What follows belongs to an exercise in optimizing a design on an open flow for small area; a production flow would make more cautious choices.
In this exercise RTL edits were held to simulation tests only and were not proved equivalent to the original.
Power is estimated from default activity; no workload was simulated.

<file path="design/flow/run.sh">
#!/bin/bash
# synth_recipe.tcl (not shown) runs the flow's synth.tcl, then flattens the netlist and writes it again
# the make line also repeats each setting of config.mk as NAME=value (left out here)
make -C /OpenROAD-flow-scripts/flow DESIGN_CONFIG=/design/flow/config.mk WORK_HOME=/design/flow/orfs CLKGATE_MAP_FILE= SYNTH_SCRIPT=/design/flow/synth_recipe.tcl finish
</file>
<file path="design/flow/config.mk">
export PLATFORM = sky130hd
export DESIGN_NAME = top
export DESIGN_NICKNAME = top
export VERILOG_FILES = /design/flow/design.v
export SDC_FILE = /design/flow/constraint.sdc
export NUM_CORES = 4
export LEC_CHECK = 0
export CAP_MARGIN = 20
export CORE_MARGIN = 2
export CORE_UTILIZATION = 40
export SLEW_MARGIN = 20
</file>
<file path="design/flow/constraint.sdc">
create_clock -name core_clock -period 5.0 [get_ports {clk}]
set_input_delay 1.0000 -clock core_clock [delete_from_list [all_inputs] [get_ports {clk}]]
set_output_delay 1.0000 -clock core_clock [all_outputs]
set_load 0.01 [all_outputs]
</file>
<file path="design/flow/design.v">
module top(input clk, res, modo, mais, menos,
           output [6:0] h, m, s, output alarmeon, som);
wire ud = ~menos | mais;    
wire pm = mais | menos;
reg       p;
reg [2:0] k;
always @(posedge clk or negedge res)
  if (~res) begin p <= 1'b0; k <= 3'b000; end
  else begin
    p <= modo;
    if (p & ~modo) k <= {k[1:0], ~k[2]};
  end
wire md_r   = ~k[2] & ~k[0];
wire md_ah  =  k[0] & ~k[1];
wire md_am  =  k[1] & ~k[2];
wire md_c   =  k[2] &  k[0];
wire md_ajh =  k[1] & ~k[0];
wire md_ajm =  k[2] & ~k[1];
wire md_adj =  k[0] & ~k[2];    
localparam AD0=4'd0, AD1=4'd1, AL0=4'd2, AL1=4'd3, AT0=4'd4, AT1=4'd5,
           CS0=4'd6, CS1=4'd7, CP0=4'd8, CP1=4'd9;
reg [3:0] st;
wire t;
always @(posedge clk or negedge res)
  if (~res) st <= AD0;
  else case (st)
    AD0: if (mais & md_r & ~t) st <= AD1; else if (md_c) st <= CP0;
    AD1: if (~mais & md_r & ~t) st <= AL0; else if (md_c) st <= CP0;
    AL0: if (mais & md_r & ~t) st <= AL1; else if (t) st <= AT0; else if (md_c) st <= CP0;
    AL1: if (~mais & md_r & ~t) st <= AD0; else if (t) st <= AT0; else if (md_c) st <= CP0;
    AT0: if (mais & md_r & t) st <= AT1; else if (~t) st <= AD0; else if (md_c) st <= CP0;
    AT1: if (~t | (~mais & md_r)) st <= AD0; else if (md_c) st <= CP0;
    CS0: if (mais & md_c) st <= CS1; else if (~md_c) st <= AD0;
    CS1: if (~mais & md_c) st <= CP0; else if (~md_c) st <= AD0;
    CP0: if (mais & md_c) st <= CP1; else if (~md_c) st <= AD0;
    CP1: if (~mais & md_c) st <= CS0; else if (~md_c) st <= AD0;
    default: ;
  endcase
wire st_al = (st == AL0) | (st == AL1);
wire st_at = (st == AT0) | (st == AT1);
wire start = (st == CS0) | (st == CS1);
reg [6:0] cs;             
reg [5:0] sc;             
reg [5:0] sr, mr, ma;     
reg [4:0] hr, ha;         
function w59(input [5:0] v, input u);
  reg [5:0] e;
  begin
    e = ~(v ^ {6{u}});
    w59 = e[0] & e[1] & e[3] & e[4] & e[5] & (u | e[2]);
  end
endfunction
function [5:0] n59(input [5:0] v, input u, input en);
  reg [5:0] e; reg [6:0] c; reg w;
  begin
    e = ~(v ^ {6{u}});
    c[0] = en;
    c[1] = c[0] & e[0]; c[2] = c[1] & e[1]; c[3] = c[2] & e[2];
    c[4] = c[3] & e[3]; c[5] = c[4] & e[4];
    w = en & e[0] & e[1] & e[3] & e[4] & e[5] & (u | e[2]);
    n59 = v ^ {c[5] | w, c[4] | w, c[3] | w, c[2] & ~w, c[1], c[0]};
  end
endfunction
function w23(input [4:0] v, input u);
  reg [4:0] e;
  begin
    e = ~(v ^ {5{u}});
    w23 = e[0] & e[1] & e[2] & e[4] & (u | e[3]);
  end
endfunction
function [4:0] n23(input [4:0] v, input u, input en);
  reg [4:0] e; reg [5:0] c; reg w;
  begin
    e = ~(v ^ {5{u}});
    c[0] = en;
    c[1] = c[0] & e[0]; c[2] = c[1] & e[1]; c[3] = c[2] & e[2];
    c[4] = c[3] & e[3];
    w = en & e[0] & e[1] & e[2] & e[4] & (u | e[3]);
    n23 = v ^ {c[4] | w, c[3] & ~w, c[2], c[1], c[0]};
  end
endfunction
wire cs99 = cs[6] & cs[5] & cs[1] & cs[0];
wire [6:0] cs_c;
assign cs_c[0] = start;
genvar gi;
generate for (gi = 1; gi < 7; gi = gi + 1) begin : csc
  assign cs_c[gi] = cs_c[gi-1] & cs[gi-1];
end endgenerate
wire sig_sc = ~cs99;
wire sig_mr = (md_ajm & pm) | ~w59(sr, ud);
wire sig_hr = (md_ajh & pm) | ~w59(mr, ud);
wire sig_ma = (md_am & pm) | ud;
wire sig_ha = (md_ah & pm) | ~w59(ma, ud);
reg nq_sc, nq_mr, nq_hr, nq_ma, nq_ha;
always @(posedge clk or negedge res)
  if (~res) {nq_sc, nq_mr, nq_hr, nq_ma, nq_ha} <= 5'b0;
  else {nq_sc, nq_mr, nq_hr, nq_ma, nq_ha} <= ~{sig_sc, sig_mr, sig_hr, sig_ma, sig_ha};
wire en_sc = sig_sc & nq_sc;
wire en_mr = sig_mr & nq_mr;
wire en_hr = sig_hr & nq_hr;
wire en_ma = sig_ma & nq_ma;
wire en_ha = sig_ha & nq_ha;
always @(posedge clk or negedge res)
  if (~res) begin
    cs <= 0; sc <= 0; sr <= 0; mr <= 0; hr <= 0; ma <= 0; ha <= 0;
  end else begin
    cs <= (menos | (start & cs99)) ? 7'd0 : cs ^ cs_c;
    sc <= menos ? 6'd0 : n59(sc, ud, en_sc);
    sr <= n59(sr, ud, 1'b1);
    mr <= n59(mr, ud, en_mr);
    hr <= n23(hr, ud, en_hr);
    ma <= n59(ma, ud, en_ma);
    ha <= n23(ha, ud, en_ha);
  end
assign t = (hr == ha) & (mr == ma);
assign h = md_c ? 7'd0 : md_adj ? {2'b0, ha} : {2'b0, hr};
assign m = md_c ? {1'b0, sc} : md_adj ? {1'b0, ma} : {1'b0, mr};
assign s = md_c ? cs : md_adj ? 7'd0 : {1'b0, sr};
assign alarmeon = st_al | st_at;
assign som = t & st_at;
endmodule
</file>
==> flow_metrics.tcl, run 1 <==
set metrics [dict create \
    gp_congestion 0.8129 \
    fin_area_um2 4065 \
    worst_slew_pin_slew_ns 0.7862 \
    hold_violations 0 \
    dr.pass1.iters 4 \
    setup_slack_ns 1.295 \
    dpl_cell_area_um2 3959 \
    grt-busiest-layer "met2" \
    async_flop_share 1.000 \
    critPathCaptureType "register" \
    cts_max_level 2 \
    slowest_delay_ns 0.73 \
    drtIter0Drc 117 \
    period_minus_slack_ns 3.705 \
    reg2reg_depth 6 \
    syn_to_final_growth_pct 10.47 \
    hold_buffers 0 \
    fin_crit_sh 0.7410 \
    p_seq_frac 0.423 \
    regToRegSetupSlack_ns 2.43 \
    grt_pass1_vias 2911 \
    pre_cts_ws_ns 0.9758 \
    post_cts_resized 0 \
    avgRoutedWirePerCell_um 15.66 \
    boundaryPins 28 \
    clkTransAtPathRegs_ns 0.10 \
    postCtsSetupBuffers 0 \
    worstPathRequired_ns 5.19 \
    rsz0062_at_grt "no" \
    netlist-cell-type-count 58 \
    critPathMaxFanout 15 \
    grtUsageTotal 0.1780 \
    drc 0 \
    synth-seq-cells 54 \
    dieArea_um2 9983 \
    start_util 0.4179 \
    ys_seq_area_frac 0.3672 \
    grt_util_met3 0.02577 \
    cts_sinks 54 \
    cp_top_family "simple AND/OR/NAND/NOR gates" \
    fmax_ghz 0.2699 \
    grt_max_degree 55 \
    hold_path.class "register to register" \
    grtUsageMet2 0.2983 \
    arrival_ns 3.90 \
    path_cells "clkdlybuf4s50_1 -> nand2b_1 -> inv_1 -> buf_4 -> mux2i_1 -> a2111oi_4 -> nor3_1 -> or4_1" \
    p_leak_uw 0.001688 \
    vias_per_cell 5.505 \
    power_frac_comb 0.421 \
    ir_drop_mv 0.1884 \
    ant_nets 0 \
    syn_area_um2 3680 \
    synth_top_cell_by_area "dfrtp_1" \
    hold_start "sr[2]$_DFF_PN0_" \
    place_hpwl_mm 5.944 \
    yosys-top-cells-area "dfrtp_1 37%, xnor2_1 10%, o21ai_0 4.4%" \
    synthCells 419 \
    startpoint_type "primary input" \
    synth_edf_count 0 \
    core-area_um2 8806 \
    io_buffers 24 \
    min_to "sr[2]$_DFF_PN0_" \
    clkPwrFrac 0.155 \
    slew_viol_final 0 \
    clock-root-buffer "clkbuf_8" \
    nets 438 \
    switchingPower_uw 793.6 \
    fin_tns_setup_ns 0 \
    timing.max_cap.violations 0 \
    synth_ff_type "dfrtp_1" \
    cts_tree "yes" \
    grt.overflow.total 0 \
    cp_num_buf_inv 3 \
    die_x_um 99.92 \
    synth_area_per_cell_um2 8.782 \
    grt_pass1_wl_mm 14.32 \
    clock_path_buffers 2 \
    antenna_found_initial 0 \
    power_density_nw_per_um2 472.9 \
    status "timing/DRC/antenna clean" \
    finalSetupViolCount 0 \
    crit_type "primary input to register" \
    drt-total-wl_mm 8.348 \
    fin_skew_ns 0.01214 \
    clkLatencyLatePin_ns 0.31 \
    swShare 0.4128 \
    layout-drive-gt1-share 0.06588 \
    slew_headroom 0.4719 \
    cp_slowest_cell "clkdlybuf4s50_1" \
    diodes 0 \
    r2r_end "st[3]$_DFFE_PN0P_" \
    synth_top_cell_area_share 0.3672 \
    num_rows 34 \
    internal_power_uw 1129 \
    synth-warning-count 1 \
    rr_startpoint "k[0]$_DFFE_PN0P_" \
    holdPathStages 1 \
    num_vias 2934 \
    cts_buffers 5 \
    die_h_um 99.92 \
    use_met1 0.2429 \
]
## state kept, by name, indices dropped and copies added, names as in the netlist
signal	count
cs	7
ha	5
hr	5
k	3
ma	6
mr	6
nq_ha	1
nq_hr	1
nq_ma	1
nq_mr	1
nq_sc	1
p	1
sc	6
sr	6
st	4
## cell families after synthesis
| group | after synthesis | share of synthesized area |
|---|---|---|
| flops | 54 | 0.3672 |
| fa+ha+maj | 9 | 0.03060 |
| other cells | 1 | 0.001019 |
| mux | 14 | 0.03978 |
| xor+xnor | 48 | 0.1142 |
| simple gates | 156 | 0.2329 |
| compound gates | 85 | 0.1568 |
| buf+inv | 52 | 0.05746 |
## area by class of cell
class                      instances  area (um2)
timing repair buffer              30       280.3
multi-input combinational        315        2125
fill                             872        4741
sequential                        54        1351
clock buffer                       7       76.32
inverter                          18       67.56
clock inverter                     1       30.03
tap                              108       135.1
## worst max path at each step
stage / depth (start not counted) / startpoint / to
after floorplan: 9 / mais / ha[4]$_DFF_PN0_
after global routing: 8 / mais / ha[4]$_DFF_PN0_
after detailed placement: 8 / mais / ha[4]$_DFF_PN0_
final: 8 / mais / ha[4]$_DFF_PN0_
after global placement: 8 / mais / ha[4]$_DFF_PN0_
after CTS: 8 / mais / ha[4]$_DFF_PN0_
## power groups by stage
stage	Sequential [uW]	Combinational [uW]	Clock (uW)
after floorplan	637	704	0
after global placement	817	808	0
after detailed placement	820	811	0
after CTS	811	819	305
after global routing	846	899	321
final	814	810	299
## through the flow
step	hold WS (ns)	utilization	instances	total power [uW]
3_3_place_gp	0.4998	0.4496	525	1625
2_1_floorplan	0.4733	-	421	1341
5_1_grt	0.5598	0.4616	533	2066
4_1_cts	0.5259	0.4616	533	1935
6_report	0.5205	0.4616	533	1923
3_5_place_dp	0.5070	0.4496	525	1631
## cell usage after synthesis, types with 6 or more instances
cell type / n
nand2b_1: 7
clkbuf_1: 24
ha_1: 9
mux2i_1: 9
and3_1: 6
nor2b_1: 8
nor3_1: 7
o21ai_0: 32
xor2_1: 6
nand4_1: 8
a21oi_1: 17
dfrtp_1: 54
nand2_1: 30
inv_1: 18
nor2_1: 28
nor3b_1: 8
nand3_1: 13
and2_1: 13
xnor2_1: 42
## layout by cell type, fill, tap and decap left out, drive strengths merged, types with 4 or more instances in the layout
| cell | count |
|---|---|
| xnor2 | 42 |
| clkdlybuf4s50 | 23 |
| o211ai | 5 |
| mux2 | 5 |
| ha | 9 |
| dfrtp | 54 |
| mux2i | 9 |
| inv | 18 |
| nor3b | 8 |
| nor2b | 8 |
| nor2 | 28 |
| o2111ai | 4 |
| a21oi | 17 |
| clkbuf | 7 |
| nor3 | 7 |
| or4 | 6 |
| nand3b | 4 |
| nand3 | 13 |
| xor2 | 6 |
| and3 | 6 |
| and2 | 13 |
| o21ai | 32 |
| nor4 | 5 |
| buf | 7 |
| nand2 | 30 |
| nand4 | 8 |
| nand2b | 7 |
## layer usage
| layer | routed length [um] | up-vias | share of wire |
|---|---|---|---|
| li1 | - | 1470 | - |
| met1 | 4048 | 1412 | 0.48 |
| met2 | 3943 | 44 | 0.47 |
| met3 | 242 | 8 | 0.029 |
| met4 | 114 | 0 | 0.014 |
| met5 | 0 | - | 0 |
==> run 2, diff against run 1 <==
==> design/flow/flow/run.sh (new file) <==
#!/bin/bash
# Standard flow, with the standard synthesis's combinational logic re-mapped
# for area (registers untouched) and ports buffered with the smallest buffer.
set -euo pipefail
R=orfs/results/$FLOW_PLATFORM/top/base
LIB=$FLOW_HOME/platforms/$FLOW_PLATFORM/lib/sky130_fd_sc_hd__tt_025C_1v80.lib

# 1. standard synthesis, unchanged
bash standard.sh synth > synth.log 2>&1

# 2. re-map the combinational logic
cp $R/1_2_yosys.v $R/1_2_yosys.std.v
python3 flow/splitlib.py $LIB comb.lib seq.lib > splitlib.log 2>&1
DU=""
for c in $(grep -oE "cell \(\"?sky130_fd_sc_hd__(probe|lpflow)\w*" $LIB | sed 's/.*__/sky130_fd_sc_hd__/' | sort -u); do DU="$DU -dont_use $c"; done
REMAP_IN=$R/1_2_yosys.std.v REMAP_OUT=$R/1_2_yosys.v REMAP_LIB=$LIB REMAP_DONT_USE="$DU" \
  yosys -c flow/remap.tcl > remap.log 2>&1
rm -f $R/1_synth.odb $R/1_synth.sdc

# 3. the rest of the standard flow
bash standard.sh BUFFER_PORTS_ARGS="-buffer_cell sky130_fd_sc_hd__buf_1" finish > finish.log 2>&1
rm -f comb.lib seq.lib
==> design/flow/flow/abc_area.script (new file) <==
strash; &get -n; &deepsyn -T 30; &put; dch; amap; topo; mfs3 -a
==> design/flow/flow/remap.tcl (new file) <==
# Re-map the combinational logic of the standard synthesis netlist for area.
# Flip-flops stay as they are (same instances, names and cell types): the
# sequential cells are read as black boxes, the combinational cells by function.
yosys read_liberty -lib seq.lib
yosys read_liberty -ignore_miss_func comb.lib
yosys read_verilog $::env(REMAP_IN)
yosys hierarchy -top $::env(FLOW_TOP)
yosys flatten
yosys opt -purge
yosys abc -script flow/abc_area.script -liberty $::env(REMAP_LIB) {*}$::env(REMAP_DONT_USE)
yosys read_liberty -lib -overwrite $::env(REMAP_LIB)
yosys setundef -zero
yosys opt_clean -purge
yosys hilomap -singleton -hicell sky130_fd_sc_hd__conb_1 HI -locell sky130_fd_sc_hd__conb_1 LO
yosys splitnets
yosys opt_clean -purge
yosys check -assert
yosys write_verilog -noattr -nohex -nodec $::env(REMAP_OUT)
yosys tee -o remap_stat.txt stat -liberty $::env(REMAP_LIB)
==> design/flow/flow/splitlib.py (new file) <==
#!/usr/bin/env python3
# Split a liberty file into combinational-only and sequential-only libraries.
# usage: splitlib.py in.lib comb.lib seq.lib
import sys, re
src = open(sys.argv[1]).read()
# locate top-level cell groups by brace matching
cells = []
for m in re.finditer(r'\n(\s*)cell\s*\(\s*"?([\w]+)"?\s*\)\s*\{', src):
    start = m.start() + 1
    i = m.end(); depth = 1
    while depth:
        c = src[i]
        if c == '{': depth += 1
        elif c == '}': depth -= 1
        i += 1
    cells.append((start, i, m.group(2)))
head = src[:cells[0][0]]
tail = src[cells[-1][1]:]
comb, seq = [], []
for s, e, n in cells:
    body = src[s:e]
    if re.search(r'\b(ff|latch|statetable)\s*\(', body):
        seq.append(body)
    else:
        comb.append(body)
open(sys.argv[2], 'w').write(head + '\n'.join(comb) + tail)
open(sys.argv[3], 'w').write(head + '\n'.join(seq) + tail)
print(len(comb), 'comb', len(seq), 'seq', file=sys.stderr)
==> design/flow/standard.sh (new file) <==
#!/bin/bash
# synth_recipe.tcl (not shown) runs the flow's synth.tcl, then flattens the netlist and writes it again
# the make line also repeats each setting of config.mk as NAME=value (left out here)
make -C /OpenROAD-flow-scripts/flow DESIGN_CONFIG=/design/flow/config.mk WORK_HOME=/design/flow/orfs CLKGATE_MAP_FILE= SYNTH_SCRIPT=/design/flow/synth_recipe.tcl "${@:-finish}"
removed: design/flow/run.sh
==> flow_metrics.tcl, run 2 <==
set metrics [dict create \
    hold_buffers 0 \
    place_hpwl_mm 5.196 \
    setup_slack_ns 1.098 \
    grt-busiest-layer "met2" \
    cts_tree "yes" \
    grtUsageTotal 0.1976 \
    start_util 0.4114 \
    cts_max_level 2 \
    vias_per_cell 5.413 \
    num_vias 2609 \
    fin_tns_setup_ns 0 \
    gp_congestion 0.8938 \
    slew_viol_final 0 \
    crit_top_cell "clkinv_1" \
    dieArea_um2 7673 \
    final_common_cell "clkinv_1" \
    syn_to_final_growth_pct 11.64 \
    cp_slowest_cell "dfrtp_1" \
    multi_input_area_um2 1226 \
    hold_violations 0 \
    power_density_nw_per_um2 494.0 \
    clkLatencyLatePin_ns 0.31 \
    drt-total-wl_mm 7.049 \
    worst_slew_pin_slew_ns 0.7584 \
    clock_path_buffers 2 \
    cp-startpoint "k[0]$_DFFE_PN0P_" \
    num_rows 30 \
    syn_area_um2 2795 \
    core-area_um2 6794 \
    crit_type "register to output pin" \
    r2r_end "st[2]$_DFFE_PN0P_" \
    fmax_ghz 0.2563 \
    finalSetupViolCount 0 \
    final_cell_mix "60 x clkinv_1, 55 x nor2_1, 54 x dfrtp_1, 42 x o21ai_0, 39 x nand2_1" \
    path_cells "clkinv_1 -> nor2_1 -> clkinv_1 -> o22ai_1 -> a21oi_1 -> buf_1" \
    slowest_delay_ns 0.59 \
    grt_util_met3 0.04053 \
    fin_skew_ns 0.01305 \
    grt_pass1_vias 2555 \
    p_leak_uw 0.001193 \
    grt_pass1_wl_mm 11.96 \
    boundaryPins 28 \
    die_h_um 87.60 \
    crit_path_end "m[3]" \
    avgRoutedWirePerCell_um 14.62 \
    status "timing/DRC/antenna clean" \
    layout-drive-gt1-share 0.02591 \
    period_minus_slack_ns 3.902 \
    use_met1 0.2714 \
    regArea_um2 1351 \
    whs_ns 0.5034 \
    drtIter0Drc 126 \
    postCtsSetupBuffers 0 \
    slew_headroom 0.4898 \
    hold_path.class "register to register" \
    critPathMaxFanout 14 \
    dp.cells 474 \
    n_fill_cell 670 \
    pre_cts_ws_ns 1.146 \
    clock-root-buffer "clkbuf_8" \
    diodes 0 \
    ir_drop_mv 0.1887 \
    timing.max_cap.violations 0 \
    antenna_found_initial 0 \
    io_buffers 24 \
    critPathCaptureType "output pin" \
    synth-warning-count 1 \
    startpoint_type "register" \
    rsz0062_at_grt "no" \
    die_x_um 87.60 \
    regToRegSetupSlack_ns 1.74 \
    grt.overflow.total 0 \
    clkTransAtPathRegs_ns 0.09 \
    synth_area_per_cell_um2 7.986 \
    fin_crit_sh 0.7804 \
    nets 390 \
    cts_buffers 5 \
    ant_nets 0 \
    worstPathRequired_ns 4.00 \
    synthCells 350 \
    grtUsageMet2 0.3065 \
    dr.pass1.iters 5 \
    cts_sinks 54 \
    post_cts_resized 0 \
    drc 0 \
    rr_startpoint "mr[0]$_DFF_PN0_" \
    arrival_ns 2.90 \
    reg2reg_depth 13 \
    fin_cells 482 \
    max_flop_register "cs" \
    largest_reg_flops 7 \
    grt_max_degree 55 \
]
## run 2: how the worst min path moves through the flow
stage                          startpoint         endpoint  slack (ns)  depth (start not counted)
after floorplan           sc[0]$_DFF_PN0_  sc[0]$_DFF_PN0_        0.46                          1
after global placement    sc[0]$_DFF_PN0_  sc[0]$_DFF_PN0_        0.47                          1
after detailed placement  sc[0]$_DFF_PN0_  sc[0]$_DFF_PN0_        0.48                          1
after CTS                 sc[0]$_DFF_PN0_  sc[0]$_DFF_PN0_        0.50                          1
after global routing      sc[0]$_DFF_PN0_  sc[0]$_DFF_PN0_        0.53                          1
final                     sc[0]$_DFF_PN0_  sc[0]$_DFF_PN0_        0.50                          1
## run 2: area by class of cell
| class | count | share of cell area |
|---|---|---|
| flip-flops and latches | 54 | 0.4330 |
| multi-input cells | 238 | 0.3929 |
| inverters | 60 | 0.07217 |
| well taps | 96 | 0.03849 |
| repair buffers | 26 | 0.03408 |
| clock buffers | 7 | 0.02767 |
| clock inverters | 1 | 0.001604 |
## run 2: through the flow
step	cell area (um2)	power, uW	util
2_1_floorplan	2803	1085	-
3_3_place_gp	3029	1276	0.4459
3_5_place_dp	3029	1284	0.4459
4_1_cts	3120	1542	0.4593
5_1_grt	3120	1666	0.4593
6_report	3120	1541	0.4593
## run 2: per-layer routing
| layer | vias to the layer above | wire (um) |
|---|---|---|
| met5 | - | 0 |
| met4 | 0 | 109 |
| met3 | 8 | 378 |
| met2 | 70 | 3243 |
| met1 | 1236 | 3317 |
| li1 | 1295 | - |
## run 2: critical path: cells and delay by family, from the launching register on
kind | cells | cell delay (ns)
AOI/OAI and AO/OA | 2 | 0.35
buffers and inverters | 3 | 1.08
DFF | 1 | 0.59
and+or+nand+nor | 1 | 0.59
## run 2: report_power, final
part	internal, uW	switching, uW
registers	550	139
clock network	112	144
logic	205	391

[separate check: timing with driven ports]
No port has a modelled driver above. Below, the same layouts with a new extraction and two added sets of constraints. Step 1 (the two cells are an assumption about what drives the block):
set clk [get_ports {clk}]
set_driving_cell -lib_cell sky130_fd_sc_hd__clkbuf_16 $clk
set_driving_cell -lib_cell sky130_fd_sc_hd__buf_2 [delete_from_list [all_inputs] $clk]
Step 2 adds t to the input delays and takes it off the output delays; t is the mean of the earliest and latest rising clock arrival at the registers after step 1. Input paths then give back, and output paths get back, about the clock's delay inside the block. Slacks: no drivers / after step 1 / after step 2; pairs: no drivers / after step 1.
run	t (ns)	setup slack, ns	worst setup path at the end	worst slew at a driven data input, ns
run 1	0.336	1.295 / 1.304 / 0.969	input to register	0.03
run 2	0.332	1.098 / 1.067 / 1.127	input to register	0.03
After both steps setup and hold are still met in every run listed. The setup slack of run 1, which loses most, moves by +0.009 ns with the drivers and by -0.326 ns with both steps.
